This design comes from an exercise in tuning for small area and a short achievable clock period on the open sky130 flow, not from production work. In this exercise RTL edits were held to simulation tests only and were not proved equivalent to the original.

==> flow/design.v (outline; a module is shown in full before it is edited, if it fits) <==
// module izhikevich_neuron: 947 lines
module izhikevich_neuron #(parameter DT = 16'h0100)
(
    input wire clk,
    input wire rst,
    input wire [15:0] I,
    output reg spike
);
  // ...
==> flow/flow/run.sh <==
#!/bin/bash
# Layout flow for the hand-mapped datapath.
#  1. the standard synthesis of the RTL (kept for its flip-flops: their
#     names, cell types and reset nets are reused unchanged);
#  2. flow/gen2.py, the same generator that wrote the RTL (same options, see
#     flow/gen_args), writes the same circuit mapped by hand onto sky130 cells:
#     full-adder trees and parallel-prefix adders as designed, instead of
#     Yosys/ABC's re-mapping of them;
#  3. flow/polar.py re-chooses the polarity of the full-adder cells (and picks
#     between a gate and its complement) to drop
#     redundant inverters;
#  4. the standard ORFS flow from floorplan on, with every port buffered by a
#     buf_1 cell.
# Each tool's output goes to a log file of its own in this folder.
set -euo pipefail
W=$(pwd)
R=$W/orfs/results/${FLOW_PLATFORM}/izhikevich_neuron/base
bash standard.sh synth > $W/log_synth.txt 2>&1
cp $R/1_2_yosys.v $W/netlist_standard.v
python3 $W/flow/gen2.py $(cat $W/flow/gen_args) --net $W/netlist_hand.v --std $W/netlist_standard.v > $W/log_gen2.txt 2>&1
python3 $W/flow/polar.py --gates $W/netlist_hand.v $W/netlist_polar.v > $W/log_polar.txt 2>&1
cp $W/netlist_polar.v $R/1_2_yosys.v
touch $R/1_2_yosys.v
export BUFFER_PORTS_ARGS="-buffer_cell sky130_fd_sc_hd__buf_1"
bash standard.sh finish > $W/log_finish.txt 2>&1
==> flow/flow/gen_args <==
--redq dadda --split 1 --ka bk --kb bk
==> flow/flow/polar.py <==
#!/usr/bin/env python3
"""Re-choose the polarity of full adders in a mapped sky130 netlist.

A full adder is self-dual: FA(~a,~b,~c) = (~sum, ~cout).  Yosys's extract_fa
leaves many inverters between adder cells; this pass removes every inverter
(except ones driving ports), chooses for each fa cell whether it works on
inverted signals, and re-inserts one inverter per signal that is still needed
in the other polarity.  Registers and all other cells are unchanged.
usage: polar.py in.v out.v
"""
import re, sys, random

GATEFLIP = '--gates' in sys.argv
if GATEFLIP:
    sys.argv.remove('--gates')
src = open(sys.argv[1]).read()
m = re.search(r'^\s*module\s+(\S+)\s*\(', src, re.M)
body_start = src.index(';', m.end()) + 1
end = src.rindex('endmodule')
body = src[body_start:end]

inst_re = re.compile(r'^\s*(sky130_fd_sc_hd__\w+)\s+(\S+)\s*\((.*?)\);\s*$', re.S | re.M)
pin_re = re.compile(r'\.(\w+)\(\s*(.*?)\s*\)\s*(?:,|$)', re.S)
OUTPINS = {'X', 'Y', 'Q', 'Q_N', 'SUM', 'COUT', 'HI', 'LO', 'GCLK'}

cells = []
decl_lines = []
pos = 0
for mm in inst_re.finditer(body):
    pre = body[pos:mm.start()]
    decl_lines.append(pre)
    pos = mm.end()
    typ, name, pins = mm.group(1), mm.group(2), mm.group(3)
    conns = [(p, n) for p, n in pin_re.findall(pins)]
    cells.append([typ, name, conns])
tail = body[pos:]
if 'assign' in ''.join(decl_lines) + tail:
    sys.exit('assign statements not supported')

out_ports = set()
for mm in re.finditer(r'^\s*output\s+(\[(\d+):(\d+)\]\s*)?(\S+?)\s*;', src[:end], re.M):
    if mm.group(1):
        hi, lo = int(mm.group(2)), int(mm.group(3))
        for i in range(min(hi, lo), max(hi, lo) + 1):
            out_ports.add(f"{mm.group(4)}[{i}]")
    else:
        out_ports.add(mm.group(4))

A_ = {'and2_1': 6.256, 'nand2_1': 3.7536, 'or2_1': 6.256, 'nor2_1': 3.7536,
      'and2b_1': 7.5072, 'nand2b_1': 6.256, 'or2b_1': 7.5072, 'nor2b_1': 6.256,
      'xor2_1': 8.7584, 'xnor2_1': 8.7584, 'a21o_1': 7.5072, 'a21oi_1': 5.0048,
      'o21a_1': 7.5072, 'o21ai_1': 5.0048, 'o21ai_0': 5.0048, 'a21bo_1': 10.0096,
      'a21boi_0': 7.5072, 'o21ba_1': 10.0096, 'o21bai_1': 7.5072}
PAIRS = [('and2_1', 'nand2_1'), ('or2_1', 'nor2_1'), ('and2b_1', 'nand2b_1'),
         ('or2b_1', 'nor2b_1'), ('xor2_1', 'xnor2_1'), ('a21o_1', 'a21oi_1'),
         ('o21a_1', 'o21ai_1'), ('o21a_1', 'o21ai_0'), ('a21bo_1', 'a21boi_0'),
         ('o21ba_1', 'o21bai_1')]
COMP = {}
for x, y in PAIRS:
    COMP.setdefault(x, y)
    COMP.setdefault(y, x)
def out_pin(t):
    return 'X' if t in ('and2_1', 'or2_1', 'and2b_1', 'or2b_1', 'xor2_1', 'a21o_1', 'o21a_1', 'a21bo_1', 'o21ba_1') else 'Y'

def is_inv(t):
    return re.fullmatch(r'sky130_fd_sc_hd__(clk)?inv_\d+', t) is not None

driver = {}
for ci, (t, n, conns) in enumerate(cells):
    for p, net in conns:
        if p in OUTPINS:
            driver[net] = (ci, p)

removable = set()
for ci, (t, n, conns) in enumerate(cells):
    if is_inv(t):
        d = dict(conns)
        if d['Y'] not in out_ports:
            removable.add(ci)

def root(net):
    par = 0
    seen = 0
    while net in driver and driver[net][0] in removable:
        ci = driver[net][0]
        net = dict(cells[ci][2])['A']
        par ^= 1
        seen += 1
        if seen > 100:
            sys.exit('inverter loop')
    return net, par

# consumers: (cell index, pin index) -> (root, parity)
fa_idx = [ci for ci, c in enumerate(cells) if c[0].startswith('sky130_fd_sc_hd__fa_')]
fa_set = set(fa_idx)
cons = {}   # root -> list of (ci, parity)
pinref = []
for ci, (t, n, conns) in enumerate(cells):
    if ci in removable:
        continue
    for k, (p, net) in enumerate(conns):
        if p in OUTPINS:
            continue
        r, par = root(net)
        pinref.append((ci, k, r, par))
        cons.setdefault(r, []).append((ci, par))
# output ports that are driven through removable inverters are protected above;
# ports driven directly are roots with a parity-0 "consumer"
for net in out_ports:
    r, par = root(net)
    assert par == 0 and r == net
    cons.setdefault(r, []).append((-1, 0))

gate_idx = []
if GATEFLIP:
    for ci, (t, n, conns) in enumerate(cells):
        short = t[len('sky130_fd_sc_hd__'):]
        if ci not in removable and short in COMP:
            gate_idx.append(ci)
gate_set = set(gate_idx)
def gdelta(ci):
    short = cells[ci][0][len('sky130_fd_sc_hd__'):]
    return A_[COMP[short]] - A_[short]
def drv_fa(r):
    d = driver.get(r)
    if d is not None and (d[0] in fa_set or d[0] in gate_set):
        return d[0]
    return None

flip = {ci: 0 for ci in fa_idx + gate_idx}
def root_cost(r):
    f = drv_fa(r)
    nat = flip[f] if f is not None else 0
    for ci, par in cons.get(r, []):
        need = par ^ (flip[ci] if ci in fa_set else 0)
        if need != nat:
            return 1
    return 0

roots_of_fa = {}
for ci in fa_idx:
    rs = set()
    for p, net in cells[ci][2]:
        if p in OUTPINS:
            rs.add(net)
        else:
            rs.add(root(net)[0])
    roots_of_fa[ci] = rs
all_roots = set(cons)
for ci in gate_idx:
    for p, net in cells[ci][2]:
        if p in OUTPINS:
            roots_of_fa[ci] = {net}
def gcost():
    return sum(gdelta(ci) / 3.7536 for ci in gate_idx if flip[ci])
def total():
    return sum(root_cost(r) for r in all_roots) + gcost()

before = len(removable)
best = total()
random.seed(1)
cur = best
best_flip = dict(flip)
for it in range(60):
    improved = True
    while improved:
        improved = False
        for ci in fa_idx + gate_idx:
            rs = roots_of_fa[ci]
            gd = gdelta(ci) / 3.7536 if ci in gate_set else 0.0
            c0 = sum(root_cost(r) for r in rs) + (gd if flip[ci] else 0.0)
            flip[ci] ^= 1
            c1 = sum(root_cost(r) for r in rs) + (gd if flip[ci] else 0.0)
            if c1 < c0:
                cur += c1 - c0
                improved = True
            else:
                flip[ci] ^= 1
    if cur < best:
        best = cur
        best_flip = dict(flip)
    flip = dict(best_flip)
    cur = best
    pool = fa_idx + gate_idx
    for ci in random.sample(pool, max(1, len(pool) // 10)):
        flip[ci] ^= 1
    cur = total()
flip = best_flip
print(f"polar: {len(fa_idx)} fa cells, {len(gate_idx)} gates, {before} inverters removed, cost {best:.2f}, "
      f"{sum(flip[c] for c in fa_idx)} fa cells and {sum(flip[c] for c in gate_idx)} gates flipped", file=sys.stderr)

def esc(n):
    return n + ' ' if n.startswith('\\') else n

# rewrite
newnets = []
invnet = {}
def inv_of(r):
    if r not in invnet:
        nn = f"_pol{len(invnet)}_"
        invnet[r] = nn
        newnets.append(nn)
    return invnet[r]
for ci, k, r, par in pinref:
    f = drv_fa(r)
    nat = flip[f] if f is not None else 0
    need = par ^ (flip[ci] if ci in fa_set else 0)
    p, net = cells[ci][2][k]
    cells[ci][2][k] = (p, r if need == nat else inv_of(r))
out = [src[:body_start]]
out.append(''.join(decl_lines).rstrip('\n') + '\n')
for nn in newnets:
    out.append(f"  wire {nn};\n")
for ci in gate_idx:
    if flip[ci]:
        t = cells[ci][0]
        short = t[len('sky130_fd_sc_hd__'):]
        nt = 'sky130_fd_sc_hd__' + COMP[short]
        op, np_ = out_pin(short), out_pin(COMP[short])
        cells[ci][0] = nt
        cells[ci][2] = [((np_ if p == op else p), net) for p, net in cells[ci][2]]
for ci, (t, n, conns) in enumerate(cells):
    if ci in removable:
        continue
    pins = ",\n".join(f"    .{p}({esc(net)})" for p, net in conns)
    out.append(f"  {t} {n} (\n{pins}\n  );\n")
for i, (r, nn) in enumerate(invnet.items()):
    out.append(f"  sky130_fd_sc_hd__inv_1 _polinv{i}_ (\n    .A({esc(r)}),\n    .Y({nn})\n  );\n")
out.append(tail)
out.append(src[end:])
open(sys.argv[2], 'w').write(''.join(out))
==> flow/standard.sh <==
#!/bin/bash
# synth_recipe.tcl (not shown) runs the flow's synth.tcl, then flattens the netlist and writes it again
# the make line also repeats each setting of config.mk as NAME=value (left out here)
make -C /OpenROAD-flow-scripts/flow DESIGN_CONFIG=/design/flow/config.mk WORK_HOME=/design/flow/orfs CLKGATE_MAP_FILE= SYNTH_SCRIPT=/design/flow/synth_recipe.tcl "${@:-finish}"
==> flow/config.mk <==
export PLATFORM = sky130hd
export DESIGN_NAME = izhikevich_neuron
export DESIGN_NICKNAME = izhikevich_neuron
export VERILOG_FILES = /design/flow/design.v
export SDC_FILE = /design/flow/constraint.sdc
export NUM_CORES = 4
export LEC_CHECK = 0
export CAP_MARGIN = 20
export CORE_MARGIN = 2
export CORE_UTILIZATION = 40
export PLACE_DENSITY = 0.6
export SETUP_SLACK_MARGIN = 4
export SLEW_MARGIN = 20
==> flow/constraint.sdc <==
create_clock -name core_clock -period 12.0 [get_ports {clk}]
set_input_delay 2.4000 -clock core_clock [delete_from_list [all_inputs] [get_ports {clk}]]
set_output_delay 2.4000 -clock core_clock [all_outputs]
set_load 0.01 [all_outputs]
Not shown: flow/flow/gen2.py
==> impl_results.md, run 1 <==
- HP Start: u[15]
- Commonest cells after routing, fill and taps aside: nand2_1, fa_1, xnor2_1
- Flop-to-flop setup slack: 4670 ps
- Top flop regs: u: 16 flops, v: 16 flops, spike: 1 flops
- Max cap viols: 0
- Remaining Overflow, GRT: 0
- Drt drc: 0
- Final core occ: 44.2%
- Finished Cell Area: 0.00770 sq mm
- H-tree lvl count: 2
- Hold Path Sink: u[15]
- First-pass DRT Iterations: 7
- Clock transition at the registers of the reported paths: 60 ps
- Final setup fails: 0
- Cts repair resizes: 0
- Critical Path RT: about 12000 ps
- CP Launch Point: v[7]
- Run status: finished clean
- Multi-input gate area: 0.00612 sq mm
- CP peak stage delay: 970 ps
- RR Startpoint: v[7]
- Pre-CTS WS: 4710 ps
- I/O pin count: 19
- Fillers: roughly 1700
- Wire length on met2: 7.87 mm
- Multi-input gates: 675
- Layout Skew: 5.70 ps
- Routed length per instance: 15.6 um
- Num CTS Buffers: 5
- Crit path capture: v[14]
==> run 2: changes to the inputs <==
--- a/flow/config.mk
+++ b/flow/config.mk
@@ -9,5 +9,5 @@
 export CORE_MARGIN = 2
 export CORE_UTILIZATION = 40
 export PLACE_DENSITY = 0.6
-export SETUP_SLACK_MARGIN = 4
+export SETUP_SLACK_MARGIN = 5
 export SLEW_MARGIN = 20
==> run 2 against run 1 <==
Effect of this change: still clean on timing, DRC and antenna; sequential share of layout area grew 0.17 points; critical path depth shrank 1; maximum frequency grew 12%; design area grew 2.6%; routed wire length grew 1.1%; synthesized area is the same; clock-buffer cell count is the same; sequential cell count is the same; core utilization grew 1.1 points; setup slack gained 780 ps; critical endpoint is now v[15].
==> impl_results.md, run 2 <==
- Final GP Congestion: 0.814 (unchanged)
- Critical Path RT: 12210 ps (was 12160 ps)
- IO Port Bufs: 18 (unchanged)
- Flop-to-flop setup slack: 5440 ps (was 4670 ps)
- CP arrival: 6770 ps (was 7490 ps)
- Crit path capture: v[15] (was v[14])
- Largest net degree at the start of global routing: 35 (unchanged)
- CTS tree: yes (unchanged)
- Fillers: 1675 (was 1688)
- FF/Latch Area: 870 sq um (was 835 sq um)
- Die height: 138 um (unchanged)
- Core footprint: 0.0174 sq mm (unchanged)
- HPWL after DPL: 12.7 mm (unchanged)
- Clk sinks: 33 (unchanged)
- Via Count: 5050 (was 5022)
- I/O pin count: 19 (unchanged)
- Antenna violations before repair: 0 (unchanged)
- CTS Buffer Depth: 2 (unchanged)
- Die area: 0.0190 sq mm (unchanged)
- Syn avg cell area: 9.37 sq um (unchanged)
- Crit-path max FO: 18 (was 20)
- Nets: 966 (was 962)
- Final setup fails: 0 (unchanged)
- Clock transition at the registers of the reported paths: 60 ps (about the same)
- Die W: 138 um (unchanged)
- Final wirelength: 16.0 mm (was 15.8 mm)
- CTS Hold Bufs: 0 (unchanged)
- Setup crit start kind: register (unchanged)
- CP Launch Point: v[10] (was v[7])
- Yosys warns: 1 (unchanged)
- Violation count after the first detailed-route iteration: 273 (was 298)
- Syn Inst Count: 764 (unchanged)
- Num CTS Buffers: 5 (unchanged)
- Drt drc: 0 (unchanged)
- H-tree lvl count: 2 (unchanged)
- Fin crit share: 54.6% (was 61.1%)
- Remaining Overflow, GRT: 0 (unchanged)
- Final Hold Fails: 0 (unchanged)
- Avg Vias per Cell: 4.95 (was 4.94)
- Routed length per instance: 15.7 um (was 15.6 um)
- Layout cells sized above 1: 6.03% (was 2.15%)
- Multi-input gate area: 0.00625 sq mm (was 0.00612 sq mm)
- Post-Syn Area: 0.00716 sq mm (unchanged)
- Fmax: 0.153 GHz (was 0.136 GHz)
- Worst hold path class: register to register (unchanged)
- First-pass GRT wire length: 27.4 mm (about the same)
- Layout Skew: 7.08 ps (was 5.70 ps)
- Vias in the first global route: 5370 (was 5369)
- Max cap viols: 0 (unchanged)
- CTS Root Cell: clkbuf_16 (unchanged)
- Area grow syn2layout: 10.3% (was 7.53%)
- Min Tclk post-route: 6560 ps (was 7330 ps)
- Final core occ: 45.3% (was 44.2%)
- Setup TNS: 0 ps (unchanged)
- CP endpoint kind: register (unchanged)
- Commonest cells after routing, fill and taps aside: nand2_1, fa_1, xnor2_1 (unchanged)
- Run status: finished clean (unchanged)
- Net count after synthesis: 935 (unchanged)
- RSZ-0062 raised after global routing: true (was false)
- R2R Path End: v[15] (was v[14])
- Tot GR Track Use: 18.7% (about the same)
- Final ANT Viol Nets: 0 (unchanged)
- Top flop regs: u: 16 flops, v: 16 flops, spike: 1 flops (unchanged)
- N_diodes: 0 (unchanged)
- Worst-Margin Slew: 739 ps (was 954 ps)
- Placed cell area: 0.00753 sq mm (unchanged)
- First-pass DRT Iterations: 5 (was 7)
- CP Class: register to register (unchanged)
- Core Rows: 48 (unchanged)
- RR Startpoint: v[10] (was v[7])
- Reg2Reg Depth: 22 (was 23)
- Most common cell after layout, fill and taps aside: nand2_1 (unchanged)
- Clock latency on the worst-skew pair: 280 ps (about the same)
- Finished Cell Area: 0.00790 sq mm (was 0.00770 sq mm)
- Initial Util: 41.1% (unchanged)
- Final slew viol count: 0 (unchanged)
- Worst slew margin: 50.3% (was 36.4%)
## run 2: worst min-delay path by stage
| stage | startpoint | to | slack, ps | cells after the start |
|---|---|---|---|---|
| finish | u[15] | u[15] | 630 | 2 |
| floorplan | u[15] | u[15] | 590 | 2 |
| detailed placement | u[15] | u[15] | 620 | 2 |
| global route | u[15] | u[15] | 670 | 2 |
| global placement | u[15] | u[15] | 620 | 2 |
| CTS | u[15] | u[15] | 630 | 2 |
## run 2: layout make-up
class                      instances  share of cell area (%)
multi-input combinational        675                    79.2
sequential                        33                    11.0
tap                              225                    3.56
inverter                          56                    2.66
clock buffer                       7                    1.81
timing repair buffer              24                    1.43
clock inverter                     1                   0.380
## run 2: worst max-delay path, cell delays in order (launching register included)
cell and delay [ps]:
dfstp_4 750, nand2_1 120, fa_1 570, fa_1 430, fa_1 540, xor2_1 370
nand2_1 130, o21ai_1 180, a21oi_2 80, o21ai_1 250, xor2_2 190, fa_1 440
fa_1 420, fa_1 410, fa_1 420, xor2_1 280, nand2_1 120, nor2_1 160
inv_1 50, o21ai_1 110, o21bai_1 160, xor2_1 90, or2_1 210
## run 2: metrics by stage
step | setup WS, ps | hold slack [ps] | instances
2_1_floorplan | 5690 | 587 | 764
3_3_place_gp | 4840 | 620 | 1009
3_5_place_dp | 4710 | 620 | 1009
4_1_cts | 5010 | 633 | 1017
5_1_grt | 4970 | 673 | 1021
6_report | 5440 | 633 | 1021
## run 2: timing repair
action	4_1_cts	5_1_grt
gates resized for setup	8	28
endpoints found under the setup margin	7	8
pin swaps	0	1
setup buffers	0	4
## run 2: metal layers
| metal | GRT usage, % | part of all wire, % | vias up |
|---|---|---|---|
| met5 | 0 | 0 | - |
| met4 | 2.21 | 0.61 | 0 |
| met3 | 2.06 | 2.9 | 8 |
| met2 | 32.6 | 50 | 83 |
| met1 | 26.1 | 46 | 2551 |
| li1 | - | - | 2408 |
==> run 3: changes to the inputs <==
--- a/flow/flow/run.sh
+++ b/flow/flow/run.sh
@@ -10,7 +10,8 @@
 #     between a gate and its complement) to drop
 #     redundant inverters;
 #  4. the standard ORFS flow from floorplan on, with every port buffered by a
-#     buf_1 cell.
+#     buf_1 cell and the make settings in flow/make_args (the timing repair's
+#     setup-slack target).
 # Each tool's output goes to a log file of its own in this folder.
 set -euo pipefail
 W=$(pwd)
@@ -22,4 +23,5 @@
 cp $W/netlist_polar.v $R/1_2_yosys.v
 touch $R/1_2_yosys.v
 export BUFFER_PORTS_ARGS="-buffer_cell sky130_fd_sc_hd__buf_1"
-bash standard.sh finish > $W/log_finish.txt 2>&1
+# extra make settings for the layout steps (flow/make_args, may be empty)
+bash standard.sh $(cat $W/flow/make_args 2>/dev/null) finish > $W/log_finish.txt 2>&1
--- a/flow/flow/gen2.py
+++ b/flow/flow/gen2.py
@@ -31,6 +31,7 @@
 ap.add_argument('--stats', type=int, default=0)
 ap.add_argument('--hapol', type=int, default=1)
 ap.add_argument('--split', type=int, default=0)
+ap.add_argument('--vx', type=int, default=0)
 ap.add_argument('--redv', default='tdm')
 ap.add_argument('--redu', default='tdm')
 args = ap.parse_args()
@@ -361,7 +362,12 @@
 
 # ----------------------------------------------------------------------------
 T0 = 0.6
-v = [inp(f"v[{i}]", T0) for i in range(16)]
+VC = 0xBF00
+if args.vx:
+    # state register vx = v ^ c: every flip-flop resets to 0
+    v = [Sig(f"v[{i}]", f"vx[{i}]", bool((VC >> i) & 1), T0) for i in range(16)]
+else:
+    v = [inp(f"v[{i}]", T0) for i in range(16)]
 u = [inp(f"u[{i}]", T0) for i in range(16)]
 I = [inp(f"I[{i}]", 2.6) for i in range(16)]
 
@@ -449,16 +455,16 @@
 vnext = []
 for i in range(16):
     if (C >> i) & 1:
-        vnext.append(gate(lambda a, b: a | b, [sp, vn[i]], f"{sp.rtl} | {vn[i].rtl}", want=False))
+        vnext.append(gate(lambda a, b: a | b, [sp, vn[i]], f"{sp.rtl} | {vn[i].rtl}", want=bool(args.vx)))
     else:
         vnext.append(gate(lambda a, b: (1 - a) & b, [sp, vn[i]], f"~{sp.rtl} & {vn[i].rtl}", want=False))
 unext = un
 
-def dnet(s):
-    """true-polarity net for a flip-flop D pin"""
+def dnet(s, inv=False):
+    """net for a flip-flop D pin (inv: the register holds the complement)"""
     if s in (0, 1):
         raise SystemExit('constant next state')
-    return phys(s, False)[0]
+    return phys(s, inv)[0]
 
 # ----------------------------------------------------------------------------
 if args.rtl:
@@ -472,21 +478,25 @@
 );
     reg [15:0] v, u;
 """
+    if args.vx:
+        hdr = hdr.replace("    reg [15:0] v, u;\n", "    // state: vx = v ^ c, so that every register resets to 0\n"
+                          "    reg [15:0] vx, u;\n    wire [15:0] v = vx ^ 16'hBF00;\n")
     def r(s):
         return s.rtl if s not in (0, 1) else f"1'b{s}"
     body = "\n".join(R)
     vn_e = "{" + ", ".join(r(s) for s in reversed(vnext)) + "}"
     un_e = "{" + ", ".join(r(s) for s in reversed(unext)) + "}"
+    VREG, VRST, VNXT = ("vx", "16'h0000", "v_next ^ 16'hBF00") if args.vx else ("v", "16'hBF00", "v_next")
     ftr = f"""
     wire [15:0] v_next = {vn_e};
     wire [15:0] u_next = {un_e};
     always @(posedge clk or posedge rst) begin
         if (rst) begin
-            v <= 16'hBF00;
+            {VREG} <= {VRST};
             u <= 16'h0000;
             spike <= 1'b0;
         end else begin
-            v <= v_next;
+            {VREG} <= {VNXT};
             u <= u_next;
             spike <= {r(sp)};
         end
@@ -499,24 +509,34 @@
     std = open(args.std).read()
     flops = re.findall(r'^\s*(sky130_fd_sc_hd__df\w+)\s+(\S+)\s*\((.*?)\);', std, re.S | re.M)
     assert len(flops) == 33, len(flops)
+    # D nets wanted per register bit, keyed by the flip-flop's instance name
+    vname = 'vx' if args.vx else 'v'
     want = {}
     for i in range(16):
-        want[f"\\v[{i}]"] = dnet(vnext[i])
-        want[f"\\u[{i}]"] = dnet(unext[i])
+        if args.vx:
+            want[f"{vname}[{i}]"] = dnet(vnext[i], bool((VC >> i) & 1))
+        else:
+            want[f"{vname}[{i}]"] = dnet(vnext[i])
+        want[f"u[{i}]"] = dnet(unext[i])
     want["spike"] = dnet(sp)
+    qnet = {}
     rnets = set()
     lines = []
     for typ, name, pins in flops:
         pd = dict((p, n.strip()) for p, n in re.findall(r'\.(\w+)\(\s*(.*?)\s*\)', pins, re.S))
-        q = pd['Q']
-        assert q in want, q
+        m = re.fullmatch(r'\\?(\w+(?:\[\d+\])?)\$_DFF_\w+', name.strip())
+        assert m, name
+        key = m.group(1)
+        assert key in want, key
         assert pd['CLK'] == 'clk'
+        qnet[key] = pd['Q']
         rn = pd.get('RESET_B', pd.get('SET_B'))
         rnets.add(rn)
-        pd['D'] = want.pop(q)
+        pd['D'] = want.pop(key)
         ps = ", ".join(f".{p}({esc(n)})" for p, n in pd.items())
         lines.append(f"  {typ} {name} ({ps});")
-    assert not want
+    assert not want, want
+    assert qnet['spike'] == 'spike'
     for rn in rnets:
         # the standard netlist drives the flip-flops' reset pins with ~rst
         m = re.search(r'sky130_fd_sc_hd__(?:clk)?inv_\d+\s+\S+\s*\(\s*\.A\(rst\),\s*\.Y\(' + re.escape(rn.strip()) + r'\s*\)', std)
@@ -528,16 +548,16 @@
            "  wire [15:0] v;", "  wire [15:0] u;"]
     out = ["module izhikevich_neuron(clk, rst, I, spike);",
            "  input clk;", "  input rst;", "  input [15:0] I;", "  output spike;"]
-    for i in range(16):
-        out.append(f"  wire \\v[{i}] ;")
-        out.append(f"  wire \\u[{i}] ;")
+    for k, q in qnet.items():
+        if q != 'spike':
+            out.append(f"  wire {esc(q)};")
     for rn in rnets:
         out.append(f"  wire {esc(rn)};")
     for n in NETS:
         out.append(f"  wire {n};")
     body = "\n".join(N + lines)
-    # netlist refers to v[i]/u[i] as the flip-flop output nets
-    body = re.sub(r'\(([vu])\[(\d+)\]\)', r'(\\\1[\2] )', body)
+    # the datapath refers to the register outputs as v[i]/vx[i]/u[i]
+    body = re.sub(r'\((vx|v|u)\[(\d+)\]\)', lambda m: '(' + esc(qnet[f"{m.group(1)}[{m.group(2)}]"]) + ')', body)
     out.append(body)
     out.append("endmodule")
     open(args.net, 'w').write("\n".join(out) + "\n")
==> flow/flow/make_args (new file) <==
SETUP_SLACK_MARGIN=6.5
--- a/flow/config.mk
+++ b/flow/config.mk
@@ -9,5 +9,4 @@
 export CORE_MARGIN = 2
 export CORE_UTILIZATION = 40
 export PLACE_DENSITY = 0.6
-export SETUP_SLACK_MARGIN = 5
 export SLEW_MARGIN = 20
==> run 3 against run 2 <==
Effect of this change: still clean; final cell count rose by 9.2%; die area did not move; critical path depth rose by 4; via count rose by 9.9%; global-route usage rose by 1.4 points.
==> impl_results.md, run 3 <==
- Setup crit start kind: register (unchanged)
- Layout cells sized above 1: 30.7% (was 6.03%)
- Antenna violations before repair: 0 (unchanged)
- Remaining Overflow, GRT: 0 (unchanged)
- Clk sinks: 33 (unchanged)
- Setup TNS: 0 ps (unchanged)
- Crit-path slowest cell: dfstp_4 (unchanged)
- Finished Cell Area: 0.00947 sq mm (was 0.00790 sq mm)
- Min Tclk post-route: 6360 ps (was 6560 ps)
- Clock transition at the registers of the reported paths: 60 ps (about the same)
- Die area: 0.0190 sq mm (unchanged)
- Net count after synthesis: 935 (unchanged)
- Syn avg cell area: 9.37 sq um (unchanged)
- CTS tree: yes (unchanged)
- Critical Path RT: 12210 ps (about the same)
- RSZ-0062 raised after global routing: true (unchanged)
- Nets: 1060 (was 966)
- Num CTS Buffers: 5 (unchanged)
- CP peak stage delay: 640 ps (was 750 ps)
- Initial Util: 41.1% (unchanged)
- Die W: 138 um (unchanged)
- CTS Root Cell: clkbuf_16 (unchanged)
- Core Rows: 48 (unchanged)
- CP endpoint kind: register (unchanged)
- HPWL after DPL: 12.7 mm (about the same)
- Final ANT Viol Nets: 0 (unchanged)
- Fmax: 0.157 GHz (was 0.153 GHz)
- Placed cell area: 0.00774 sq mm (was 0.00753 sq mm)
- Max cap viols: 0 (unchanged)
- Final setup fails: 0 (unchanged)
- Commonest cells after routing, fill and taps aside: nand2_1, fa_1, buf_4 (was nand2_1, fa_1, xnor2_1)
- Run status: finished clean (unchanged)
- IO Port Bufs: 18 (unchanged)
- Top flop regs: u: 16 flops, v: 16 flops, spike: 1 flops (unchanged)
- Via Count: 5551 (was 5050)
- Worst-Margin Slew: 485 ps (was 739 ps)
- CP most frequent cell: fa_2 (was fa_1)
- H-tree lvl count: 2 (unchanged)
- Vias in the first global route: 5732 (was 5370)
- Clock latency on the worst-skew pair: 290 ps (was 280 ps)
- Drt drc: 0 (unchanged)
- Fillers: 1530 (was 1675)
- Final wirelength: 18.7 mm (was 16.0 mm)
- Final Hold Fails: 0 (unchanged)
- Yosys warns: 1 (unchanged)
- I/O pin count: 19 (unchanged)
- Tot GR Track Use: 20.1% (was 18.7%)
- Pre-CTS WS: 5290 ps (was 4710 ps)
- CP arrival: 6570 ps (was 6770 ps)
- Die height: 138 um (unchanged)
- Final slew viol count: 0 (unchanged)
- Post-Syn Area: 0.00716 sq mm (unchanged)
- Violation count after the first detailed-route iteration: 212 (was 273)
- Largest net degree at the start of global routing: 35 (unchanged)
- CTS Buffer Depth: 2 (unchanged)
- Most common cell after layout, fill and taps aside: nand2_1 (unchanged)
- Worst hold path class: register to register (unchanged)
- First-pass GRT wire length: 28.9 mm (was 27.4 mm)
- Final setup margin: 5640 ps (was 5440 ps)
- N_diodes: 0 (unchanged)
- Routed length per instance: 16.8 um (was 15.7 um)
- Fin crit share: 53.0% (was 54.6%)
- CP Class: register to register (unchanged)
- CTS Hold Bufs: 0 (unchanged)
- Final GP Congestion: 0.775 (was 0.814)
- Crit-path max FO: 4 (was 18)
- Worst slew margin: 67.6% (was 50.3%)
- First-pass DRT Iterations: 4 (was 5)
- Syn Inst Count: 764 (unchanged)
- Avg Vias per Cell: 4.98 (was 4.95)
- Core footprint: 0.0174 sq mm (unchanged)
- Layout Skew: 8.32 ps (was 7.08 ps)
- Area grow syn2layout: 32.2% (was 10.3%)
-- run 3: path summary, 6_finish.rpt --
kind	startpoint	endpoint	slack, ps	depth (start not counted)
worst max-delay path	v[12]	v[15]	5640	26
worst min-delay path	u[15]	u[15]	630	2
worst max register to register	v[12]	v[15]	5640	26
worst min register to register	u[15]	u[15]	630	2
max in group asynchronous	rst	v[2]	9430	3
min in group asynchronous	rst	u[14]	2180	3
-- run 3: worst max-delay path: cells and delay by family (launching register included) --
| kind | cells | cell delay (ps) |
|---|---|---|
| adders and majority gates | 6 | 2980 |
| DFF | 1 | 640 |
| xor gates and xnor gates | 4 | 720 |
| and+or+nand+nor | 5 | 670 |
| AOI/OAI and AO/OA | 5 | 670 |
| buffers and inverters | 6 | 620 |
-- run 3: area by class of cell --
class / count / area [sq um] / area share (%)
multi-input cells: 675 / 6960 / 73.6
repair buffers: 118 / 951 / 10.0
flip-flops and latches: 33 / 888 / 9.38
well taps: 225 / 282 / 2.97
inverters: 56 / 210 / 2.22
clock buffers: 7 / 143 / 1.51
clock inverters: 1 / 30.0 / 0.317
-- run 3: stage by stage --
| stage | util (%) | hold WS [ps] | cells |
|---|---|---|---|
| 2_1_floorplan | - | 587 | 764 |
| 3_3_place_gp | 44.4 | 627 | 1009 |
| 3_5_place_dp | 44.4 | 631 | 1009 |
| 4_1_cts | 49.0 | 643 | 1064 |
| 5_1_grt | 54.4 | 663 | 1115 |
| 6_report | 54.4 | 635 | 1115 |
-- run 3: timing repair --
item	4_1_cts	5_1_grt
resized for setup	53	120
setup buffers	47	51
setup endpoints to repair	18	20
pin swaps	46	94
-- run 3: per-layer routing --
layer / track usage (%) / wire, um / share of wire, %
met1: 27.5 / 8100 / 43
met2: 35.4 / 9760 / 52
met3: 2.69 / 624 / 3.3
met4: 2.10 / 231 / 1.2
met5: 0 / 0 / 0
==> run 4: changes to the inputs <==
==> flow/flow/make_args (replaced) <==
SETUP_SLACK_MARGIN=5.5
==> run 4 against run 3 <==
Effect of this change: clock skew shrank 2.1 ps; final cell count down 5.0%; first-iteration DRC count rose by 22%; worst hold slack lost 2.3 ps; non-clock buffer count fell by 56; maximum frequency rose by 0.22%; critical path type unchanged.
==> impl_results.md, run 4 <==
- Run status: finished clean (unchanged)
- Drt drc: 0 (unchanged)
- Commonest cells after routing, fill and taps aside: nand2_1, fa_1, xnor2_1 (was nand2_1, fa_1, buf_4)
- Yosys warns: 1 (unchanged)
- Worst hold path class: register to register (unchanged)
- CP Buf/Inv Count: 5 (was 6)
- Nets: 1004 (was 1060)
- Final wirelength: 17.8 mm (was 18.7 mm)
- Clock latency on the worst-skew pair: 280 ps (was 290 ps)
- I/O pin count: 19 (unchanged)
- Finished Cell Area: 0.00859 sq mm (was 0.00947 sq mm)
- CP arrival: 6560 ps (was 6570 ps)
- Most common cell after layout, fill and taps aside: nand2_1 (unchanged)
- Top flop regs: u: 16 flops, v: 16 flops, spike: 1 flops (unchanged)
- Avg Vias per Cell: 5.02 (was 4.98)
- First-pass GRT wire length: 28.1 mm (was 28.9 mm)
- Min Tclk post-route: 6350 ps (was 6360 ps)
- N_diodes: 0 (unchanged)
- Crit-path slowest cell: dfstp_4 (unchanged)
- Net count after synthesis: 935 (unchanged)
- HPWL after DPL: 12.7 mm (about the same)
- Die W: 138 um (unchanged)
- Largest net degree at the start of global routing: 35 (unchanged)
- Antenna violations before repair: 0 (unchanged)
- Vias in the first global route: 5464 (was 5732)
- Tot GR Track Use: 19.3% (was 20.1%)
- Initial Util: 41.1% (unchanged)
- Layout cells sized above 1: 17.3% (was 30.7%)
- First-pass DRT Iterations: 5 (was 4)
- Core Rows: 48 (unchanged)
- Clk sinks: 33 (unchanged)
- Clock transition at the registers of the reported paths: 60 ps (about the same)
- Violation count after the first detailed-route iteration: 258 (was 212)
- RSZ-0062 raised after global routing: true (unchanged)
- CP endpoint kind: register (unchanged)
- Area grow syn2layout: 20.0% (was 32.2%)
- Final GP Congestion: 0.814 (was 0.775)
- FF/Latch Area: 888 sq um (unchanged)
- Syn avg cell area: 9.37 sq um (unchanged)
- Final core occ: 49.3% (was 54.4%)
- CTS tree: yes (unchanged)
- Setup TNS: 0 ps (unchanged)
- Num CTS Buffers: 5 (unchanged)
- Final setup fails: 0 (unchanged)
- Routed length per instance: 16.8 um (about the same)
- Core footprint: 0.0174 sq mm (unchanged)
- IO Port Bufs: 18 (unchanged)
- Fmax: 0.158 GHz (was 0.157 GHz)
- CTS Root Cell: clkbuf_16 (unchanged)
- Final Hold Fails: 0 (unchanged)
- Die area: 0.0190 sq mm (unchanged)
- CTS Hold Bufs: 0 (unchanged)
- CP most frequent cell: fa_1 (was fa_2)
- Fin crit share: 52.9% (was 53.0%)
- Placed cell area: 0.00753 sq mm (was 0.00774 sq mm)
- CTS Buffer Depth: 2 (unchanged)
- Critical Path RT: 12210 ps (about the same)
- Die height: 138 um (unchanged)
- Remaining Overflow, GRT: 0 (unchanged)
- Fillers: 1621 (was 1530)
- Setup crit start kind: register (unchanged)
- Worst-Margin Slew: 734 ps (was 485 ps)
- Final slew viol count: 0 (unchanged)
- Max cap viols: 0 (unchanged)
- Worst slew margin: 50.6% (was 67.6%)
- H-tree lvl count: 2 (unchanged)
- Via Count: 5321 (was 5551)
- CP peak stage delay: 680 ps (was 640 ps)
- Final ANT Viol Nets: 0 (unchanged)
- Top delay family on crit path: adder cells (unchanged)
- Worst Hold Margin: 633 ps (was 635 ps)
- Post-Syn Area: 0.00716 sq mm (unchanged)
- CP Class: register to register (unchanged)
- Layout Skew: 6.18 ps (was 8.32 ps)
- Crit-path max FO: 7 (was 4)
- Syn Inst Count: 764 (unchanged)
- Multi-input gate area: 0.00662 sq mm (was 0.00696 sq mm)
run 4: path summary, 6_finish.rpt:
| kind | startpoint | end | slack [ps] | cells after the start |
|---|---|---|---|---|
| min in group asynchronous | rst | u[12] | 2190 | 3 |
| hold / removal | u[15] | u[15] | 630 | 2 |
| hold reg to reg | u[15] | u[15] | 630 | 2 |
| max in group asynchronous | rst | v[4] | 9410 | 3 |
| setup / recovery | v[13] | v[13] | 5650 | 25 |
| setup reg to reg | v[13] | v[13] | 5650 | 25 |
run 4: what timing repair did:
item / in CTS / in global routing
endpoints found under the hold margin: 0 / 0
resized for setup: 45 / 72
setup endpoints to repair: 9 / 8
pin swaps: 2 / 41
setup buffers: 14 / 28
run 4: layout make-up:
cell class | count | area share (%)
inverter | 56 | 2.45
clock inverter | 1 | 0.350
multi-input combinational | 675 | 77.0
timing repair buffer | 62 | 4.89
tap | 225 | 3.28
clock buffer | 7 | 1.66
sequential | 33 | 10.3
run 4: worst min-delay path: stages, from the launching register on:
cell and delay [ps]:
dfrtp_1 380, xor2_1 90, xnor2_1 120
run 4: layer usage:
layer  vias to the layer above  track usage, %  share of wire (%)
met3                        17            2.10                3.9
li1                       2465               -                  -
met4                         0            2.27                1.0
met5                         -               0                  0
met1                      2725            26.9                 44
met2                       114            33.7                 51
run 4: stage by stage:
step                worst slack [ps]  instances
floorplan                       5690        764
global placement                4840       1009
detailed placement              4710       1009
CTS                             5510       1031
global route                    5400       1059
finish                          5650       1059
==> run 5: changes to the inputs <==
--- a/flow/flow/gen2.py
+++ b/flow/flow/gen2.py
@@ -32,6 +32,9 @@
 ap.add_argument('--hapol', type=int, default=1)
 ap.add_argument('--split', type=int, default=0)
 ap.add_argument('--vx', type=int, default=0)
+ap.add_argument('--redv2', default='dadda')
+ap.add_argument('--dsc', type=float, default=0.42)
+ap.add_argument('--dcc', type=float, default=0.32)
 ap.add_argument('--redv', default='tdm')
 ap.add_argument('--redu', default='tdm')
 args = ap.parse_args()
@@ -232,8 +235,8 @@
     nets = [phys(x, mode) for x in srt]
     s_, co = newnet('s'), newnet('c')
     inst('fa_1', [('A', nets[0][0]), ('B', nets[1][0]), ('CIN', nets[2][0]), ('COUT', co), ('SUM', s_)])
-    ts = max(nets[0][1] + 0.55, nets[1][1] + 0.55, nets[2][1] + 0.42)
-    tc = max(nets[0][1] + 0.45, nets[1][1] + 0.45, nets[2][1] + 0.32)
+    ts = max(nets[0][1] + 0.55, nets[1][1] + 0.55, nets[2][1] + args.dsc)
+    tc = max(nets[0][1] + 0.45, nets[1][1] + 0.45, nets[2][1] + args.dcc)
     sn, cn = new('fs'), new('fc')
     R.append(f"  wire {sn} = {a.rtl} ^ {b.rtl} ^ {c.rtl};")
     R.append(f"  wire {cn} = ({a.rtl} & {b.rtl}) | ({a.rtl} & {c.rtl}) | ({b.rtl} & {c.rtl});")
@@ -429,7 +432,24 @@
 addrow(cols, NV, x, 5, False)
 addrow(cols, NV, I, 5, False)
 const += 0x8C00 << 5
-ra, rb = reduce(cols, NV, const, args.redv)
+if args.redv == 'two':
+    # early rows (v, x, I, constants) to two rows first, then the late vsq rows
+    colse = [[] for _ in range(NV)]
+    ce = 0x8C00 << 5
+    addrow(colse, NV, v, 7, False)
+    addrow(colse, NV, x, 5, False)
+    addrow(colse, NV, I, 5, False)
+    cl = [[] for _ in range(NV)]
+    cl_const = 0
+    cl_const += addrow(cl, NV, vsq, 5, True)
+    cl_const += addrow(cl, NV, vsq, 3, True)
+    cl_const += addrow(cl, NV, vsq, 0, True)
+    ea, eb = reduce(colse, NV, ce + cl_const, 'tdm')
+    for k in range(NV):
+        cl[k] += [b for b in (ea[k], eb[k]) if b != 0]
+    ra, rb = reduce(cl, NV, 0, args.redv2)
+else:
+    ra, rb = reduce(cols, NV, const, args.redv)
 CTX[0] = 'cpa_b'
 vn = cpa(ra, rb, 5, args.kb)
 
==> flow/flow/make_args (replaced) <==
SETUP_SLACK_MARGIN=5
--- a/flow/config.mk
+++ b/flow/config.mk
@@ -8,5 +8,5 @@
 export CAP_MARGIN = 20
 export CORE_MARGIN = 2
 export CORE_UTILIZATION = 40
-export PLACE_DENSITY = 0.6
+export PLACE_DENSITY = 0.8
 export SLEW_MARGIN = 20
==> run 5 against run 4 <==
Effect of this change: critical endpoint is now v[14]; first-iteration DRC count up 37%; highest routed layer unchanged.
==> impl_results.md, run 5 <==
- Clock transition at the registers of the reported paths: 60 ps (about the same)
- Most common cell after layout, fill and taps aside: nand2_1 (unchanged)
- H-tree lvl count: 2 (unchanged)
- Yosys warns: 1 (unchanged)
- Die W: 138 um (unchanged)
- Antenna violations before repair: 0 (unchanged)
- First-pass GRT wire length: 27.3 mm (was 28.1 mm)
- Nets: 968 (was 1004)
- RSZ-0062 raised after global routing: false (was true)
- Crit-path slowest cell: dfstp_4 (unchanged)
- CP peak stage delay: 740 ps (was 680 ps)
- Finished Cell Area: 0.00795 sq mm (was 0.00859 sq mm)
- Worst hold path class: register to register (unchanged)
- CP Buf/Inv Count: 3 (was 5)
- Commonest cells after routing, fill and taps aside: nand2_1, fa_1, xnor2_1 (unchanged)
- Via Count: 5246 (was 5321)
- CP endpoint kind: register (unchanged)
- Setup crit start kind: register (unchanged)
- CTS tree: yes (unchanged)
- Fin crit share: 55.5% (was 52.9%)
- Die height: 138 um (unchanged)
- Top delay family on crit path: adder cells (unchanged)
- CP Class: register to register (unchanged)
- Worst slew margin: 55.5% (was 50.6%)
- Final Hold Fails: 0 (unchanged)
- Worst-Margin Slew: 661 ps (was 734 ps)
- Post-Syn Area: 0.00716 sq mm (unchanged)
- First-pass DRT Iterations: 5 (unchanged)
- Tot GR Track Use: 18.6% (was 19.3%)
- Top flop regs: u: 16 flops, v: 16 flops, spike: 1 flops (unchanged)
- HPWL after DPL: 12.6 mm (was 12.7 mm)
- Die area: 0.0190 sq mm (unchanged)
- Placed cell area: 0.00753 sq mm (unchanged)
- CTS Buffer Depth: 2 (unchanged)
- Min Tclk post-route: 6660 ps (was 6350 ps)
- Core footprint: 0.0174 sq mm (unchanged)
- Vias in the first global route: 5632 (was 5464)
- Clock latency on the worst-skew pair: 290 ps (was 280 ps)
- Area grow syn2layout: 11.0% (was 20.0%)
- N_diodes: 0 (unchanged)
- Initial Util: 41.1% (unchanged)
- Clk sinks: 33 (unchanged)
- Avg Vias per Cell: 5.13 (was 5.02)
- Crit-path max FO: 16 (was 7)
- Violation count after the first detailed-route iteration: 354 (was 258)
- CP arrival: 6880 ps (was 6560 ps)
- Final slew viol count: 0 (unchanged)
- Max cap viols: 0 (unchanged)
- Critical Path RT: 12220 ps (was 12210 ps)
- Largest net degree at the start of global routing: 35 (unchanged)
- CP most frequent cell: fa_1 (unchanged)
- Syn avg cell area: 9.37 sq um (unchanged)
- Final setup fails: 0 (unchanged)
- Layout Skew: 5.31 ps (was 6.18 ps)
- Final setup margin: 5340 ps (was 5650 ps)
- Syn Inst Count: 764 (unchanged)
- Pre-CTS WS: 4700 ps (was 4710 ps)
- Layout cells sized above 1: 7.14% (was 17.3%)
- I/O pin count: 19 (unchanged)
- Drt drc: 0 (unchanged)
- Routed length per instance: 15.7 um (was 16.8 um)
- Run status: finished clean (unchanged)
- Setup TNS: 0 ps (unchanged)
- Core Rows: 48 (unchanged)
- Num CTS Buffers: 5 (unchanged)
- CTS Root Cell: clkbuf_16 (unchanged)
- Remaining Overflow, GRT: 0 (unchanged)
- IO Port Bufs: 18 (unchanged)
- Final GP Congestion: 0.886 (was 0.814)
- Fmax: 0.150 GHz (was 0.158 GHz)
- Net count after synthesis: 935 (unchanged)
- Final wirelength: 16.0 mm (was 17.8 mm)
- Final ANT Viol Nets: 0 (unchanged)
[run 5: per-layer routing]
metal	global-route usage (%)	routed length (um)	share of wire [%]	up-vias
li1	-	-	-	2401
met1	25.1	6760	42	2647
met2	31.2	8040	50	160
met3	2.54	808	5.0	38
met4	5.56	422	2.6	0
met5	0	0	0	-
[run 5: path summary, 6_finish.rpt]
path,start,end,slack [ps],cells past startpoint
worst min register to register,u[15],u[15],630,2
worst min-delay path,u[15],u[15],630,2
max in group asynchronous,rst,v[12],9460,3
min in group asynchronous,rst,u[8],2180,3
worst max register to register,v[12],v[14],5340,25
worst max-delay path,v[12],v[14],5340,25
[run 5: cell type report]
class	count	area, sq um
inverter	56	210
fill	1619	9460
timing repair buffer	26	128
sequential	33	868
clock inverter	1	30.0
tap	225	282
multi-input combinational	675	6290
clock buffer	7	143
[run 5: stage by stage]
step                      std cells  hold WS (ps)  utilization, %
final                          1023           633            45.7
after global routing           1023           668            45.7
after floorplan                 764           587               -
after global placement         1009           609            43.2
after CTS                      1017           630            44.3
after detailed placement       1009           620            43.2
[run 5: repair_timing]
| action | CTS | global route |
|---|---|---|
| hold endpoints to repair | 0 | 0 |
| endpoints found under the setup margin | 6 | 9 |
| hold buffers | 0 | 0 |
| setup buffers | 0 | 6 |
| pin swaps | 0 | 2 |
| resized for setup | 9 | 33 |
[run 5: tightest hold or removal path, stage by stage, from the launching register on]
cell,delay (ps)
dfrtp_1,380
xor2_1,90
xnor2_1,120
==> run 6: changes to the inputs <==
--- a/flow/config.mk
+++ b/flow/config.mk
@@ -8,5 +8,8 @@
 export CAP_MARGIN = 20
 export CORE_MARGIN = 2
 export CORE_UTILIZATION = 40
-export PLACE_DENSITY = 0.8
+export CTS_BUF_LIST = sky130_fd_sc_hd__clkbuf_8
+export CTS_CLUSTER_DIAMETER = 150
+export CTS_CLUSTER_SIZE = 40
+export PLACE_DENSITY = 0.6
 export SLEW_MARGIN = 20
==> run 6 against run 5 <==
Effect of this change: still clean on timing, DRC and antenna; final cell count down 0.20%; via count down 3.5%; critical path type unchanged; critical endpoint is now v[15]; largest cell class unchanged.
==> impl_results.md, run 6 <==
- Run status: finished clean (unchanged)
- Worst-Margin Slew: 733 ps (was 661 ps)
- Setup TNS: 0 ps (unchanged)
- Remaining Overflow, GRT: 0 (unchanged)
- Final ANT Viol Nets: 0 (unchanged)
- Nets: 966 (was 968)
- First-pass GRT wire length: 27.5 mm (was 27.3 mm)
- CTS tree: yes (unchanged)
- Initial Util: 41.1% (unchanged)
- Fin crit share: 54.5% (was 55.5%)
- Clock transition at the registers of the reported paths: 80 ps (was 60 ps)
- Worst hold path class: register to register (unchanged)
- Routed length per instance: 15.8 um (was 15.7 um)
- Final Hold Fails: 0 (unchanged)
- Crit-path max FO: 14 (was 16)
- Min Tclk post-route: 6550 ps (was 6660 ps)
- Antenna violations before repair: 0 (unchanged)
- CTS Root Cell: clkbuf_8 (was clkbuf_16)
- HPWL after DPL: 12.7 mm (was 12.6 mm)
- CTS Hold Bufs: 0 (unchanged)
- Drt drc: 0 (unchanged)
- Worst slew margin: 50.7% (was 55.5%)
- Top flop regs: u: 16 flops, v: 16 flops, spike: 1 flops (unchanged)
- Syn avg cell area: 9.37 sq um (unchanged)
- Core Rows: 48 (unchanged)
- CP endpoint kind: register (unchanged)
- Yosys warns: 1 (unchanged)
- Core footprint: 0.0174 sq mm (unchanged)
- Most common cell after layout, fill and taps aside: nand2_1 (unchanged)
- Die height: 138 um (unchanged)
- Final setup fails: 0 (unchanged)
- Critical Path RT: 12240 ps (was 12220 ps)
- CP Class: register to register (unchanged)
- Max cap viols: 0 (unchanged)
- Post-Syn Area: 0.00716 sq mm (unchanged)
- Area grow syn2layout: 9.85% (was 11.0%)
- IO Port Bufs: 18 (unchanged)
- Clk sinks: 33 (unchanged)
- Layout Skew: 10.9 ps (was 5.31 ps)
- I/O pin count: 19 (unchanged)
- Num CTS Buffers: 5 (unchanged)
- Largest net degree at the start of global routing: 35 (unchanged)
- Final GP Congestion: 0.814 (was 0.886)
- CP arrival: 6790 ps (was 6880 ps)
- Avg Vias per Cell: 4.96 (was 5.13)
- Setup crit start kind: register (unchanged)
- Die area: 0.0190 sq mm (unchanged)
- Syn Inst Count: 764 (unchanged)
- CTS Buffer Depth: 2 (unchanged)
- Final slew viol count: 0 (unchanged)
- Tot GR Track Use: 18.9% (was 18.6%)
- Clock latency on the worst-skew pair: 310 ps (was 290 ps)
- Via Count: 5060 (was 5246)
- Layout cells sized above 1: 6.41% (was 7.14%)
- Net count after synthesis: 935 (unchanged)
- Flop-to-flop setup slack: 5450 ps (was 5340 ps)
- Commonest cells after routing, fill and taps aside: nand2_1, fa_1, xnor2_1 (unchanged)
- Vias in the first global route: 5370 (was 5632)
- H-tree lvl count: 2 (unchanged)
- N_diodes: 0 (unchanged)
- First-pass DRT Iterations: 7 (was 5)
- Die W: 138 um (unchanged)
- Fillers: 1683 (was 1619)
- Fmax: 0.153 GHz (was 0.150 GHz)
- Final core occ: 45.2% (was 45.7%)
- RSZ-0062 raised after global routing: false (unchanged)
- Final wirelength: 16.1 mm (was 16.0 mm)
- Violation count after the first detailed-route iteration: 289 (was 354)
## run 6: changes by cell type in the layout (fill, tap and decap cells not counted), moves of 2 or more
cell,previous run,this run
clkbuf_8,1,6
o21ai_2,3,1
dfrtp_2,9,7
clkbuf_16,5,0
xnor2_1,73,75
o21ai_1,33,35
buf_4,8,6
xnor2_2,9,7
## run 6: final timing paths
kind | startpoint | to | cells past startpoint
setup / recovery | v[13] | v[15] | 21
max in group asynchronous | rst | v[4] | 3
min in group asynchronous | rst | u[12] | 3
hold / removal | u[15] | u[15] | 2
setup reg to reg | v[13] | v[15] | 21
hold reg to reg | u[15] | u[15] | 2
## run 6: cell type report
class	count	area [sq um]	share of cell area [%]
Timing Repair Buffer	24	113	1.43
Sequential cell	33	870	11.1
Inverter	56	210	2.67
Clock inverter	2	33.8	0.429
Tap cell	225	282	3.58
Clock buffer	6	82.6	1.05
Multi-Input combinational cell	675	6280	79.8
## run 6: through the flow
step	hold WS (ps)	cell area, sq um	std cells	worst slack, ps
CTS	636	7650	1017	5020
detailed placement	620	7530	1009	4710
global placement	620	7530	1009	4840
global route	677	7870	1021	4990
floorplan	587	7160	764	5690
finish	631	7870	1021	5450
## run 6: per-layer routing
| layer | global-route usage [%] | vias up | share of wire, % |
|---|---|---|---|
| met5 | 0 | - | 0 |
| met4 | 3.40 | 0 | 1.0 |
| met3 | 2.06 | 13 | 3.2 |
| met2 | 32.6 | 82 | 50 |
| met1 | 26.1 | 2558 | 46 |
| li1 | - | 2407 | - |
## run 6: repair_timing
action                     in CTS  in global routing
pin swaps                       0                  1
gates resized for setup         8                 31
setup endpoints to repair       7                  8
setup buffers                   0                  4
## run 6: worst max-delay path, cell delays in order (launching register included)
cell      delay [ps]
dfstp_4          740
nand2_1          110
fa_1             520
fa_1             390
fa_1             450
fa_1             550
xor2_1           280
nand2_1          120
o21ai_1          260
xor2_2           190
fa_1             440
fa_1             420
fa_1             410
fa_1             420
xor2_1           270
nand2_1          110
nor2_1           160
inv_1             50
o21ai_1          110
o21bai_1         160
xor2_1            90
or2_1            210
==> run 7: changes to the inputs <==
--- a/flow/flow/gen2.py
+++ b/flow/flow/gen2.py
@@ -32,6 +32,7 @@
 ap.add_argument('--hapol', type=int, default=1)
 ap.add_argument('--split', type=int, default=0)
 ap.add_argument('--vx', type=int, default=0)
+ap.add_argument('--opol', type=int, default=0)
 ap.add_argument('--redv2', default='dadda')
 ap.add_argument('--dsc', type=float, default=0.42)
 ap.add_argument('--dcc', type=float, default=0.32)
@@ -324,10 +325,10 @@
         d *= 2
     return G[n - 1]
 
-def cpa(ra, rb, lo_keep, kind, cin=None):
+def cpa(ra, rb, lo_keep, kind, cin=None, opol=None):
     if args.split and lo_keep > 0 and cin is None:
         c = carry_out(ra[:lo_keep], rb[:lo_keep])
-        return cpa(ra[lo_keep:], rb[lo_keep:], 0, kind, cin=c)
+        return cpa(ra[lo_keep:], rb[lo_keep:], 0, kind, cin=c, opol=opol)
     n = len(ra)
     g = [AND(a, b) for a, b in zip(ra, rb)]
     p = [XOR(a, b) for a, b in zip(ra, rb)]
@@ -360,7 +361,7 @@
             comb(i, i - 1)
     out = []
     for i in range(lo_keep, n):
-        out.append(p[i] if i == 0 else XOR(p[i], G[i - 1]))
+        out.append(p[i] if i == 0 else XOR(p[i], G[i - 1], opol))
     return out
 
 # ----------------------------------------------------------------------------
@@ -376,7 +377,11 @@
 
 # spike condition: v >= 30.0 (signed) = ~v15 & (v14 | v13 | v12&v11&v10&v9)
 t1 = AND(AND(v[12], v[11]), AND(v[10], v[9]))
-sp = AND(NOT(v[15]), OR(OR(v[14], v[13]), t1))
+if args.opol:
+    _a, _b = NOT(v[15]), OR(OR(v[14], v[13]), t1)
+    sp = gate(lambda a, b: a & b, [_a, _b], f"{_a.rtl} & {_b.rtl}", want=False)
+else:
+    sp = AND(NOT(v[15]), OR(OR(v[14], v[13]), t1))
 
 CTX[0] = 'sqpp'
 # squarer: P = v*v mod 2^24 (v = v_low - 2^15 v15)
@@ -404,7 +409,7 @@
 
 CTX[0] = 'x'
 # x = 2v - u = 2v + ~u + 1 ; x[0] = u[0], carry-in ~u[0]
-xs = cpa(v[0:15], [NOT(u[i + 1]) for i in range(15)], 0, args.kx, cin=NOT(u[0]))
+xs = cpa(v[0:15], [NOT(u[i + 1]) for i in range(15)], 0, args.kx, cin=NOT(u[0]), opol=True if args.opol else None)
 x = [u[0]] + xs
 
 def addrow(cols, ncol, bits, shift, signed):
@@ -451,7 +456,7 @@
 else:
     ra, rb = reduce(cols, NV, const, args.redv)
 CTX[0] = 'cpa_b'
-vn = cpa(ra, rb, 5, args.kb)
+vn = cpa(ra, rb, 5, args.kb, opol=True if args.opol else None)
 
 CTX[0] = 'utree'
 # u tree (x gated off while spiking; then + d)
==> flow/flow/make_args (replaced) <==
SETUP_SLACK_MARGIN=5.25
==> run 7 against run 6 <==
Effect of this change: still clean on timing, DRC and antenna; non-clock buffer count grew 14; critical path depth rose by 1; register-to-register slack gained 120 ps; synthesized area unchanged; sequential share of layout area shrank 0.22 points; clock-buffer cell count did not move; setup slack better by 120 ps; maximum frequency up 1.8%; critical path type unchanged; critical endpoint unchanged; highest routed layer unchanged.
==> impl_results.md, run 7 <==
- Vias in the first global route: 5402 (was 5370)
- HP Start: u[15] (unchanged)
- CP endpoint kind: register (unchanged)
- Via Count: 5150 (was 5060)
- Antenna violations before repair: 0 (unchanged)
- Critical Path RT: 12240 ps (about the same)
- CTS Root Cell: clkbuf_8 (unchanged)
- Final setup fails: 0 (unchanged)
- Clock transition at the registers of the reported paths: 80 ps (about the same)
- Layout cells sized above 1: 10.0% (was 6.41%)
- Most common cell after layout, fill and taps aside: nand2_1 (unchanged)
- Violation count after the first detailed-route iteration: 265 (was 289)
- Worst-Margin Slew: 737 ps (was 733 ps)
- Die height: 138 um (unchanged)
- CP most frequent cell: fa_1 (unchanged)
- CP Class: register to register (unchanged)
- Clk sinks: 33 (unchanged)
- N_diodes: 0 (unchanged)
- Worst hold path class: register to register (unchanged)
- Commonest cells after routing, fill and taps aside: nand2_1, fa_1, xnor2_1 (unchanged)
- Final GP Congestion: 0.814 (unchanged)
- Setup crit start kind: register (unchanged)
- First-pass DRT Iterations: 7 (unchanged)
- CTS tree: yes (unchanged)
- Initial Util: 41.1% (unchanged)
- Net count after synthesis: 935 (unchanged)
- Syn Inst Count: 764 (unchanged)
- Max cap viols: 0 (unchanged)
- I/O pin count: 19 (unchanged)
- Top flop regs: u: 16 flops, v: 16 flops, spike: 1 flops (unchanged)
- Flop-to-flop setup slack: 5570 ps (was 5450 ps)
- CP Buf/Inv Count: 2 (was 1)
- Remaining Overflow, GRT: 0 (unchanged)
- Tot GR Track Use: 19.0% (was 18.9%)
- Area grow syn2layout: 12.7% (was 9.85%)
- R2R Path End: v[15] (unchanged)
- Reg2Reg Depth: 22 (was 21)
- Drt drc: 0 (unchanged)
- RR Startpoint: v[14] (was v[13])
- Inst Count DP: 1009 (unchanged)
- Hold path depth: 2 (unchanged)
- Worst Hold Margin: 632 ps (was 631 ps)
- Die W: 138 um (unchanged)
- Num CTS Buffers: 5 (unchanged)
- Run status: finished clean (unchanged)
- Worst slew margin: 50.4% (was 50.7%)
- First-pass GRT wire length: 27.6 mm (was 27.5 mm)
- CP arrival: 6670 ps (was 6790 ps)
- Fin crit share: 53.6% (was 54.5%)
- Core Rows: 48 (unchanged)
- Syn avg cell area: 9.37 sq um (unchanged)
- Setup TNS: 0 ps (unchanged)
- Clock latency on the worst-skew pair: 310 ps (about the same)
- Post-Syn Area: 0.00716 sq mm (unchanged)
- Top delay family on crit path: adder cells (unchanged)
- Final slew viol count: 0 (unchanged)
- Largest net degree at the start of global routing: 35 (unchanged)
- Yosys warns: 1 (unchanged)
- Final wirelength: 16.3 mm (was 16.1 mm)
- Crit-path slowest cell: dfrtp_1 (was dfstp_4)
- Crit-path max FO: 11 (was 14)
- Hold Path Sink: u[15] (unchanged)
- Die area: 0.0190 sq mm (unchanged)
- CTS Buffer Depth: 2 (unchanged)
- Crit-path cells: nand2_1, fa_1, fa_1, fa_1, fa_1, xor2_2, a21oi_1, o21ai_2, a21oi_4, o21ai_1, xor2_2, buf_4, fa_1, fa_1, fa_1, nand2_1, nor2_1, inv_1, o21ai_1, o21bai_1, xor2_1, or2_1 (was nand2_1, fa_1, fa_1, fa_1, fa_1, xor2_1, nand2_1, o21ai_1, xor2_2, fa_1, fa_1, fa_1, fa_1, xor2_1, nand2_1, nor2_1, inv_1, o21ai_1, o21bai_1, xor2_1, or2_1)
- H-tree lvl count: 2 (unchanged)
- Routed length per instance: 15.7 um (was 15.8 um)
- Nets: 980 (was 966)
- CTS Hold Bufs: 0 (unchanged)
- CP peak stage delay: 660 ps (was 740 ps)
- Avg Vias per Cell: 4.98 (was 4.96)
- Finished Layout Cells: 1035 (was 1021)
- Final core occ: 46.4% (was 45.2%)
- HPWL after DPL: 12.7 mm (unchanged)
- RSZ-0062 raised after global routing: true (was false)
- Core footprint: 0.0174 sq mm (unchanged)
- Final Hold Fails: 0 (unchanged)
- Final ANT Viol Nets: 0 (unchanged)
- IO Port Bufs: 18 (unchanged)
- Min Tclk post-route: 6430 ps (was 6550 ps)
- Fmax: 0.156 GHz (was 0.153 GHz)
- Layout Skew: 11.1 ps (was 10.9 ps)
- Cell count along the critical path: 22 (was 21)
==> run 7: worst max path at each step <==
stage / slack (ps) / from / endpoint
2_1_floorplan: 5690 / v[8] / v[14]
5_1_grt: 5200 / v[3] / v[14]
3_3_place_gp: 4840 / v[0] / v[14]
4_1_cts: 5230 / v[11] / v[14]
3_5_place_dp: 4710 / v[7] / v[14]
6_report: 5570 / v[14] / v[15]
==> run 7: layout make-up <==
class / count / area, sq um
Fill cell: 1671 / 9340
Multi-Input combinational cell: 675 / 6370
Sequential cell: 33 / 875
Tap cell: 225 / 282
Timing Repair Buffer: 38 / 218
Inverter: 56 / 210
Clock buffer: 6 / 82.6
Clock inverter: 2 / 33.8
==> run 7: repair_timing <==
action | 4_1_cts | 5_1_grt
buffers inserted | 1 | 17
pin swaps | 1 | 6
endpoints found under the setup margin | 9 | 9
resized for setup | 26 | 33
==> run 7: worst register-to-register path, stage by stage (launching register included) <==
cell and delay [ps]:
dfrtp_1 660, nand2_1 160, fa_1 510, fa_1 410, fa_1 510, fa_1 460, xor2_2 240, a21oi_1 260
o21ai_2 120, a21oi_4 220, o21ai_1 130, xor2_2 230, buf_4 170, fa_1 440, fa_1 430, fa_1 570
nand2_1 90, nor2_1 160, inv_1 50, o21ai_1 110, o21bai_1 160, xor2_1 90, or2_1 210
==> run 7: per-layer routing <==
layer  part of all wire [%]  track usage, %
met1                     45            26.3
met4                   0.96            3.51
met2                     50            32.7
met3                    3.8            2.06
met5                      0               0
==> run 7: per-stage QoR <==
stage / cell area, sq um / setup WS (ps)
after floorplan: 7160 / 5690
after global placement: 7530 / 4840
after detailed placement: 7530 / 4710
after CTS: 7760 / 5230
after global routing: 8070 / 5200
final: 8070 / 5570

-- afterwards: timing with drivers on the ports --
In the flow no input, the clock included, has a driving cell. The finished layouts below were timed again as built, in two steps. Step 1 assumes that a clkbuf_16 drives the clock port and a buf_2 every other input. Step 2 also shifts input and output timing later by t, the mid clock arrival at the registers, as if the neighbouring blocks saw the same clock. Three values: ideal, step 1, step 2; two values: the first two.
run	t, ns	setup slack, ns	hold slack, ns	cell pins on the clock port's net
run 1	0.316	4.666 / 4.666 / 4.666	0.631 / 0.631 / 0.631	1
run 2	0.317	5.443 / 5.443 / 5.443	0.633 / 0.633 / 0.633	1
run 3	0.319	5.639 / 5.639 / 5.639	0.635 / 0.635 / 0.635	1
run 4	0.316	5.653 / 5.653 / 5.653	0.633 / 0.633 / 0.633	1
run 5	0.324	5.335 / 5.335 / 5.335	0.633 / 0.633 / 0.633	1
run 6	0.336	5.454 / 5.454 / 5.454	0.631 / 0.631 / 0.631	1
run 7	0.337	5.570 / 5.570 / 5.570	0.632 / 0.632 / 0.632	1
After both steps every run listed still meets setup and hold.
